Background: an optimization exercise with open tools, aiming at small area. Do not read the settings as production practice. The RTL was checked by simulation tests, not by an equivalence proof against the original design. Power figures rest on the tool's default switching activity, not on a simulated workload.

== build 29 ==
Design mtm_Alu, start of the top module:
module mtm_Alu (
    input  wire clk,    
    input  wire rst_n,  
    input  wire sin,    
    output wire sout    
);
Size in the first run: roughly 470 cells after synthesis, about 92 flip-flops.
==> module mtm_Alu, before the edit <==
module mtm_Alu (
    input  wire clk,    
    input  wire rst_n,  
    input  wire sin,    
    output wire sout    
);
reg  [3:0]  bc;
reg  [3:0]  pc;
reg  [3:0]  lf;       
reg  [3:0]  M;
reg  [31:0] X;
reg  [31:0] H;        
wire busy  = pc[3] & pc[2];
wire pc8   = pc[3] & !pc[2];
wire bc10  = (bc == 4'd10);
wire ferr  = !busy && ((bc == 4'd1 && (pc8 ? !sin : sin)) || (bc10 && !sin));
wire pay   = !busy && bc >= 4'd2 && bc <= 4'd9;
reg         c8;
wire        arith = M[2];
wire        sub   = M[0];
wire [1:0]  ck    = {bc[3], bc[0]};                  
wire        ldc   = pay && pc8 && bc >= 4'd6;
wire [7:0]  xa    = X[7:0];
wire [7:0]  ha    = H[7:0];
wire [7:0]  yb    = ha ^ {8{sub}};
wire [8:0]  cc;
wire [7:0]  sum;
assign cc[0] = (ck == 2'd0) ? sub : c8;
genvar gi;
generate for (gi = 0; gi < 8; gi = gi + 1) begin : rca
    assign sum[gi]  = xa[gi] ^ yb[gi] ^ cc[gi];
    assign cc[gi+1] = (xa[gi] & yb[gi]) | (xa[gi] & cc[gi]) | (yb[gi] & cc[gi]);
end endgenerate
wire [7:0]  R     = arith ? sum : (sub ? (xa | ha) : (xa & ha));
reg  [2:0] spc;
reg  [3:0] sbc;
reg  [2:0] oc;        
reg        z;        
wire spc4  = spc[2];
wire sidle = spc4 && bc10s;
wire bc10s = (sbc == 4'd10);
wire spay  = sbc >= 4'd2 && sbc <= 4'd9;
wire sdata = !spc4 && spay;
wire [1:0] cd = busy ? pc[1:0] : 2'd0;                
wire go    = spc4 && (bc10s || sbc == 4'd9) &&
             (cd[1] || (cd[0] && (!M[3] || M == 4'b1010 || M == 4'b1100)));
wire cy    = c8 ^ sub;
reg  obit;
always @* begin
    if (sbc == 4'd0) obit = 1'b0;
    else if (sbc == 4'd1) obit = spc4;
    else if (!spay) obit = 1'b1;
    else if (!spc4) obit = H[31];
    else if (sbc <= 4'd6) obit = M[3];
    else obit = oc[2];
end
assign sout = obit;
always @(posedge clk) begin
    if (!rst_n) begin
        bc <= 4'd0; pc <= 4'd0;
        spc <= 3'd4; sbc <= 4'd10;
    end else begin
        if (bc != 4'd0 || !sin) begin
            if (ferr) begin
                bc <= 4'd1; pc <= 4'd14;
            end else if (bc10) begin
                bc <= 4'd0;
                if (busy) pc <= 4'd0;
                else if (!pc8) pc <= pc + 4'd1;
                else if (lf == {{3{!M[3]}}, 1'b0}) begin pc <= 4'd13; bc <= 4'd9; end
                else begin pc <= 4'd15; bc <= 4'd1; end
            end else bc <= bc + 4'd1;
        end
        if (go) begin
            sbc <= 4'd14;
            spc <= (cd[1] || M[3] || M[1]) ? 3'd4 : 3'd0;
        end else if (!sidle) begin
            if (bc10s) begin
                sbc <= 4'd0;
                spc <= spc + 3'd1;
            end else sbc <= sbc + 4'd1;
        end
    end
end
wire        xsh = !ldc && pay && pc[3:2] == 2'b00;
wire        xkp = !ldc && !xsh;
wire [31:0] Xn  = ({32{ldc}} & {X[7:0], X[31:8]}) | ({32{xsh}} & {X[30:0], sin}) | ({32{xkp}} & X);
wire        hsh = !ldc && ((pay && pc[3:2] == 2'b01) || sdata);
wire        hkp = !ldc && !hsh;
wire [31:0] Hn  = ({32{ldc}} & {R, H[31:8]}) | ({32{hsh}} & {H[30:0], sin}) | ({32{hkp}} & H);
reg  [3:0] Mg;        
reg        zg;
reg  [2:0] ocg;
always @* begin
    if (cd[1]) begin                                       
        Mg = cd[0] ? 4'b1010 : 4'b1100;
        zg = !cd[0];
        ocg = cd[0] ? 3'b111 : 3'b101;
    end else if (M[3]) begin                               
        Mg = M;
        zg = M[2];
        ocg = M[2] ? 3'b101 : 3'b111;
    end else if (M[1]) begin                               
        Mg = 4'b1001;
        zg = 1'b0;
        ocg = 3'b110;
    end else begin                                         
        Mg = {1'b0, arith && cy, arith && !cy && H[31], arith};
        zg = arith && (sub ? cy : H[31]);
        ocg = {H[31], 2'b00};
    end
end
wire       mrx  = !go && pay && pc8;
wire       mef  = mrx && !(!bc[3] && !(bc[2] && bc[1])) && M[3] &&
                  (sin != (bc == 4'd6 ? M[2] : bc == 4'd7 ? M[1] : bc == 4'd9));
wire       msh  = !go && ((mrx && bc <= 4'd5) || (!(pay && pc8) && spc4 && spay));
wire       mza  = !go && !(pay && pc8) && !(spc4 && spay) && sdata;
wire       mkp  = !go && !msh && !mef && !mza;
wire [3:0] Mn   = ({4{go}} & Mg) | ({4{msh}} & {M[2:0], mrx ? sin : z}) | {mef, 3'b000} |
                  ({4{mza}} & {M[3:1], M[0] && !H[31]}) | ({4{mkp}} & M);
wire       zn   = go ? zg : z;
wire       ocs  = !go && spay;
wire [2:0] ocn  = ({3{go}} & ocg) | ({3{ocs}} & ({oc[1:0], 1'b0} ^ ((oc[2] ^ obit) ? 3'b011 : 3'b000))) |
                  ({3{!go && !ocs}} & oc);
always @(posedge clk) begin
    if (pc == 4'd0 && bc < 4'd9)
        lf <= 4'd0;
    else if (pay) begin
        lf <= {lf[2:0], 1'b0} ^ (lf[3] ? 4'b0011 : 4'b0000) ^
              (sin ? ((pc == 4'd4 && bc <= 4'd8) ? 4'b1111 : 4'b0011) : 4'b0000);
    end
    M <= Mn;
    z <= zn;
    oc <= ocn;
    X <= Xn;
    if (ldc) c8 <= cc[8];
    H <= Hn;
end
endmodule
Settings: LEC_CHECK=0, ABC_AREA=1, CAP_MARGIN=20, CORE_MARGIN=2, CORE_UTILIZATION=40, CTS_BUF_LIST=sky130_fd_sc_hd__clkbuf_8, SLEW_MARGIN=20; clock period 8.0 ns.
standard.sh (not shown) runs the stock make flow with config.mk's settings and CLKGATE_MAP_FILE= SYNTH_SCRIPT=/design/flow/synth_recipe.tcl, a recipe that flattens the netlist after the stock synthesis.
==> flow/flow/run.sh <==
#!/bin/bash
# The standard layout (standard.sh), with these changes:
#  - clock tree synthesis adds no dummy loads;
#  - the ports are buffered with buf_1.
set -euo pipefail
cd "$(dirname "$0")/.."
rm -rf scripts_area
cp -r "$FLOW_HOME/scripts" scripts_area
cp flow/abc_area.script scripts_area/abc_area.script
export SCRIPTS_DIR="$PWD/scripts_area"
export CTS_ARGS="-sink_clustering_enable -repair_clock_nets -buf_list sky130_fd_sc_hd__clkbuf_8 -dont_use_dummy_load"
export BUFFER_PORTS_ARGS="-buffer_cell sky130_fd_sc_hd__buf_1"
bash standard.sh > standard_flow.log 2>&1
==> flow/flow/abc_area.script <==
strash
&get -n
&deepsyn -T 30
&put
dch -f
amap
--- input diff build 29..trial 4 ---
diff --git a/flow/design.v b/flow/design.v
--- a/flow/design.v
+++ b/flow/design.v
@@ -19,9 +19,17 @@
 wire        arith = M[2];
 wire        sub   = M[0];
 wire [1:0]  ck    = {bc[3], bc[0]};                  
 wire        ldc   = pay && pc8 && bc >= 4'd6;
-wire [7:0]  xa    = X[7:0];
+reg  [7:0]  xa;
+always @* begin
+    case (ck)
+        2'd0: xa = X[7:0];
+        2'd1: xa = X[15:8];
+        2'd2: xa = X[23:16];
+        default: xa = X[31:24];
+    endcase
+end
 wire [7:0]  ha    = H[7:0];
 wire [7:0]  yb    = ha ^ {8{sub}};
 wire [8:0]  cc;
 wire [7:0]  sum;
@@ -81,11 +89,8 @@
             end else sbc <= sbc + 4'd1;
         end
     end
 end
-wire        xsh = !ldc && pay && pc[3:2] == 2'b00;
-wire        xkp = !ldc && !xsh;
-wire [31:0] Xn  = ({32{ldc}} & {X[7:0], X[31:8]}) | ({32{xsh}} & {X[30:0], sin}) | ({32{xkp}} & X);
 wire        hsh = !ldc && ((pay && pc[3:2] == 2'b01) || sdata);
 wire        hkp = !ldc && !hsh;
 wire [31:0] Hn  = ({32{ldc}} & {R, H[31:8]}) | ({32{hsh}} & {H[30:0], sin}) | ({32{hkp}} & H);
 reg  [3:0] Mg;        
@@ -131,9 +136,9 @@
     end
     M <= Mn;
     z <= zn;
     oc <= ocn;
-    X <= Xn;
+    if (pay && pc[3:2] == 2'b00) X <= {X[30:0], sin};
     if (ldc) c8 <= cc[8];
     H <= Hn;
 end
 endmodule
Findings:
Sort trial 4 and build 29 by number of cells on the critical path asc -> top: trial 4. Across trial 4 and build 29, none had a timing, DRC or antenna violation. Per the comparison of trial 4 with build 29, post-synthesis net count lost about 8%, total routing resource utilization after global routing lost 0.95 points, total power lost 16%, post-synthesis simple-gate area fraction picked up an extra 0.64 points. Summary — final critical-path required period, trial 4 relative to build 29: higher, by 0.078 ns. Non-clock buffer count for trial 4 is lower than for build 29. Fill cell instance count of the final layout (lower): trial 4. Per the comparison of trial 4 with build 29, share of power burned in the clock network climbed 2.9 points; fmax dropped 0.0030 GHz; global-route wire length before repair dropped 880 um; synthesized area climbed about 0.8%. Compared with build 29, trial 4 shows a lower switching component of the power.

---

== 04-03 ==
The RTL this note starts from:
==> flow/design.v <==
module mtm_Alu (
    input  wire clk,    
    input  wire rst_n,  
    input  wire sin,    
    output wire sout    
);
reg  [3:0]  bc;
reg  [3:0]  pc;
reg  [1:0]  cd;       
reg  [3:0]  lf;       
reg  [3:0]  M;
reg  [31:0] X;
reg  [31:0] H;        
wire busy  = pc[3] & pc[2];
wire pc8   = pc[3] & !pc[2];
wire bc10  = (bc == 4'd10);
wire ferr  = !busy && ((bc == 4'd1 && (pc8 ? !sin : sin)) || (bc10 && !sin));
wire pay   = !busy && bc >= 4'd2 && bc <= 4'd9;
reg         c8;
wire        arith = M[2];
wire        sub   = M[0];
wire [1:0]  ck    = {bc[3], bc[0]};                  
wire        ldc   = pay && pc8 && bc >= 4'd6;
reg  [7:0]  xa;
always @* begin
    case (ck)
        2'd0: xa = X[7:0];
        2'd1: xa = X[15:8];
        2'd2: xa = X[23:16];
        default: xa = X[31:24];
    endcase
end
wire [7:0]  ha    = H[7:0];
wire [7:0]  yb    = ha ^ {8{sub}};
wire [8:0]  cc;
wire [7:0]  sum;
assign cc[0] = (ck == 2'd0) ? sub : c8;
genvar gi;
generate for (gi = 0; gi < 8; gi = gi + 1) begin : rca
    assign sum[gi]  = xa[gi] ^ yb[gi] ^ cc[gi];
    assign cc[gi+1] = (xa[gi] & yb[gi]) | (xa[gi] & cc[gi]) | (yb[gi] & cc[gi]);
end endgenerate
wire [7:0]  R     = arith ? sum : (sub ? (xa | ha) : (xa & ha));
reg  [2:0] spc;
reg  [3:0] sbc;
reg  [2:0] oc;        
reg        z;        
wire spc4  = spc[2];
wire sidle = spc4 && bc10s;
wire bc10s = (sbc == 4'd10);
wire spay  = sbc >= 4'd2 && sbc <= 4'd9;
wire sdata = !spc4 && spay;
wire go    = sidle && (cd[1] || (cd[0] && (!M[3] || M == 4'b1010 || M == 4'b1100)));
wire cy    = c8 ^ sub;
reg  obit;
always @* begin
    if (sbc == 4'd0) obit = 1'b0;
    else if (sbc == 4'd1) obit = spc4;
    else if (!spay) obit = 1'b1;
    else if (!spc4) obit = H[31];
    else if (sbc <= 4'd6) obit = M[3];
    else obit = oc[2];
end
assign sout = obit;
always @(posedge clk) begin
    if (!rst_n) begin
        bc <= 4'd0; pc <= 4'd0; cd <= 2'd0;
        spc <= 3'd4; sbc <= 4'd10;
    end else begin
        cd <= busy ? pc[1:0] : 2'd0;
        if (bc != 4'd0 || !sin) begin
            if (ferr) begin
                bc <= 4'd1; pc <= 4'd14;
            end else if (bc10) begin
                bc <= 4'd0;
                if (busy) pc <= 4'd0;
                else if (!pc8) pc <= pc + 4'd1;
                else if (lf == 4'd0) begin pc <= 4'd13; bc <= 4'd9; end
                else begin pc <= 4'd15; bc <= 4'd1; end
            end else bc <= bc + 4'd1;
        end
        if (go) begin
            sbc <= 4'd15;
            spc <= (cd[1] || M[3] || M[1]) ? 3'd4 : 3'd0;
        end else if (!sidle) begin
            if (bc10s) begin
                sbc <= 4'd0;
                spc <= spc + 3'd1;
            end else sbc <= sbc + 4'd1;
        end
    end
end
always @(posedge clk) begin
    if (pc == 4'd0 && bc < 4'd9)
        lf <= 4'd0;
    else if (pay) begin
        lf <= {lf[2:0], 1'b0} ^ (lf[3] ? 4'b0011 : 4'b0000) ^
              (((pc8 && bc == 4'd2) || sin) ? ((pc == 4'd4 && bc <= 4'd8) ? 4'b1111 : 4'b0011) : 4'b0000);
    end
    if (go) begin
        if (cd[1]) begin                                       
            M <= cd[0] ? 4'b1010 : 4'b1100;
            z <= !cd[0];
            oc <= cd[0] ? 3'b111 : 3'b101;
        end else if (M[3]) begin                               
            z <= M[2];
            oc <= M[2] ? 3'b101 : 3'b111;
        end else if (M[1]) begin                               
            M <= 4'b1001;
            z <= 1'b0;
            oc <= 3'b110;
        end else begin                                         
            M <= {1'b0, arith && cy, arith && !cy && H[31], arith};
            z <= arith && (sub ? cy : H[31]);
            oc <= {H[31], 2'b00};
        end
    end else begin
        if (pay && pc8) begin
            if (bc <= 4'd5) M <= {M[2:0], sin};
            else if (M[3] && (sin != (bc == 4'd6 ? M[2] : bc == 4'd7 ? M[1] : bc == 4'd9)))
                M <= 4'b1000;
        end else if (spc4 && spay) M <= {M[2:0], z};
        else if (sdata) M[0] <= M[0] && !H[31];
        if (spay) oc <= {oc[1:0], 1'b0} ^ ((oc[2] ^ obit) ? 3'b011 : 3'b000);
    end
    if (pay && pc[3:2] == 2'b00) X <= {X[30:0], sin};
    if (ldc) begin
        H <= {R, H[31:8]};
        c8 <= cc[8];
    end else if ((pay && pc[3:2] == 2'b01) || sdata) H <= {H[30:0], sin};
end
endmodule
clock: 8.0 ns
lec_check: 0
abc_area: 1
cap_margin: 20
core_margin: 2
core_utilization: 40
cts_buf_list: sky130_fd_sc_hd__clkbuf_8
slew_margin: 20
Scripts as last shown in full above: flow/flow/run.sh, flow/flow/abc_area.script
Inputs modified between 04-03 and 11-27:
--- a/flow/design.v
+++ b/flow/design.v
@@ -73,11 +73,11 @@
                 bc <= 4'd1; pc <= 4'd14;
             end else if (bc10) begin
                 bc <= 4'd0;
                 if (busy) pc <= 4'd0;
                 else if (!pc8) pc <= pc + 4'd1;
-                else if (lf == 4'd0) begin pc <= 4'd13; bc <= 4'd9; end
+                else if (lf == {{3{!M[3]}}, 1'b0}) begin pc <= 4'd13; bc <= 4'd9; end
                 else begin pc <= 4'd15; bc <= 4'd1; end
             end else bc <= bc + 4'd1;
         end
         if (go) begin
             sbc <= 4'd15;
@@ -88,16 +88,19 @@
                 spc <= spc + 3'd1;
             end else sbc <= sbc + 4'd1;
         end
     end
 end
+wire        hsh = !ldc && ((pay && pc[3:2] == 2'b01) || sdata);
+wire        hkp = !ldc && !hsh;
+wire [31:0] Hn  = ({32{ldc}} & {R, H[31:8]}) | ({32{hsh}} & {H[30:0], sin}) | ({32{hkp}} & H);
 always @(posedge clk) begin
     if (pc == 4'd0 && bc < 4'd9)
         lf <= 4'd0;
     else if (pay) begin
         lf <= {lf[2:0], 1'b0} ^ (lf[3] ? 4'b0011 : 4'b0000) ^
-              (((pc8 && bc == 4'd2) || sin) ? ((pc == 4'd4 && bc <= 4'd8) ? 4'b1111 : 4'b0011) : 4'b0000);
+              (sin ? ((pc == 4'd4 && bc <= 4'd8) ? 4'b1111 : 4'b0011) : 4'b0000);
     end
     if (go) begin
         if (cd[1]) begin                                       
             M <= cd[0] ? 4'b1010 : 4'b1100;
             z <= !cd[0];
@@ -122,11 +125,9 @@
         end else if (spc4 && spay) M <= {M[2:0], z};
         else if (sdata) M[0] <= M[0] && !H[31];
         if (spay) oc <= {oc[1:0], 1'b0} ^ ((oc[2] ^ obit) ? 3'b011 : 3'b000);
     end
     if (pay && pc[3:2] == 2'b00) X <= {X[30:0], sin};
-    if (ldc) begin
-        H <= {R, H[31:8]};
-        c8 <= cc[8];
-    end else if ((pay && pc[3:2] == 2'b01) || sdata) H <= {H[30:0], sin};
+    if (ldc) c8 <= cc[8];
+    H <= Hn;
 end
 endmodule
## What came out
Going from 04-03 to 11-27, total wirelength of the detailed-routed design +200 um; first-pass GRT wire length +about 2.8%; number of diodes added for antenna fixing ~0 delta. 04-03 → 11-27: detailed-route via count +134; largest incremental delay on the critical path increased 0.22 ns. [compare] base=04-03 new=11-27: final critical-path required period shrank by 0.48 ns; clock power share went down by 5.4 points; detailed-routed wire length on met2 moved down. Per the comparison of 11-27 with 04-03, signal arrival time at the worst endpoint decreased 0.40 ns, gate count after technology mapping now larger, die area lost 4.5%, wire length on met3 down 14 um.

==> static timing again, ports no longer ideal <==
Ports are ideal in the flow. The routed layouts listed here were re-timed in OpenROAD.
Step 1 (the two cells are an assumption about what drives the block):
set clk [get_ports {clk}]
set_driving_cell -lib_cell sky130_fd_sc_hd__clkbuf_16 $clk
set_driving_cell -lib_cell sky130_fd_sc_hd__buf_2 [delete_from_list [all_inputs] $clk]
Step 2, shift: input delay + t, output delay - t, t = (earliest + latest rising clock arrival at the registers) / 2. This alone moves slack from input paths to output paths.
a / b / c = ideal ports / drivers / drivers and shift; a / b = the first two.
run	t (ns)	slack for setup (ns)	latest minus earliest clock arrival (ns)	worst register clock-pin slew, ns
build 29	0.390	2.917 / 2.917 / 2.917	0.031 / 0.031	0.09 / 0.09
trial 4	0.374	2.839 / 2.839 / 2.839	0.021 / 0.021	0.08 / 0.08
04-03	0.396	2.575 / 2.575 / 2.575	0.034 / 0.035	0.11 / 0.11
11-27	0.390	3.056 / 3.056 / 3.056	0.021 / 0.021	0.09 / 0.09
After both steps every run listed still meets setup and hold.
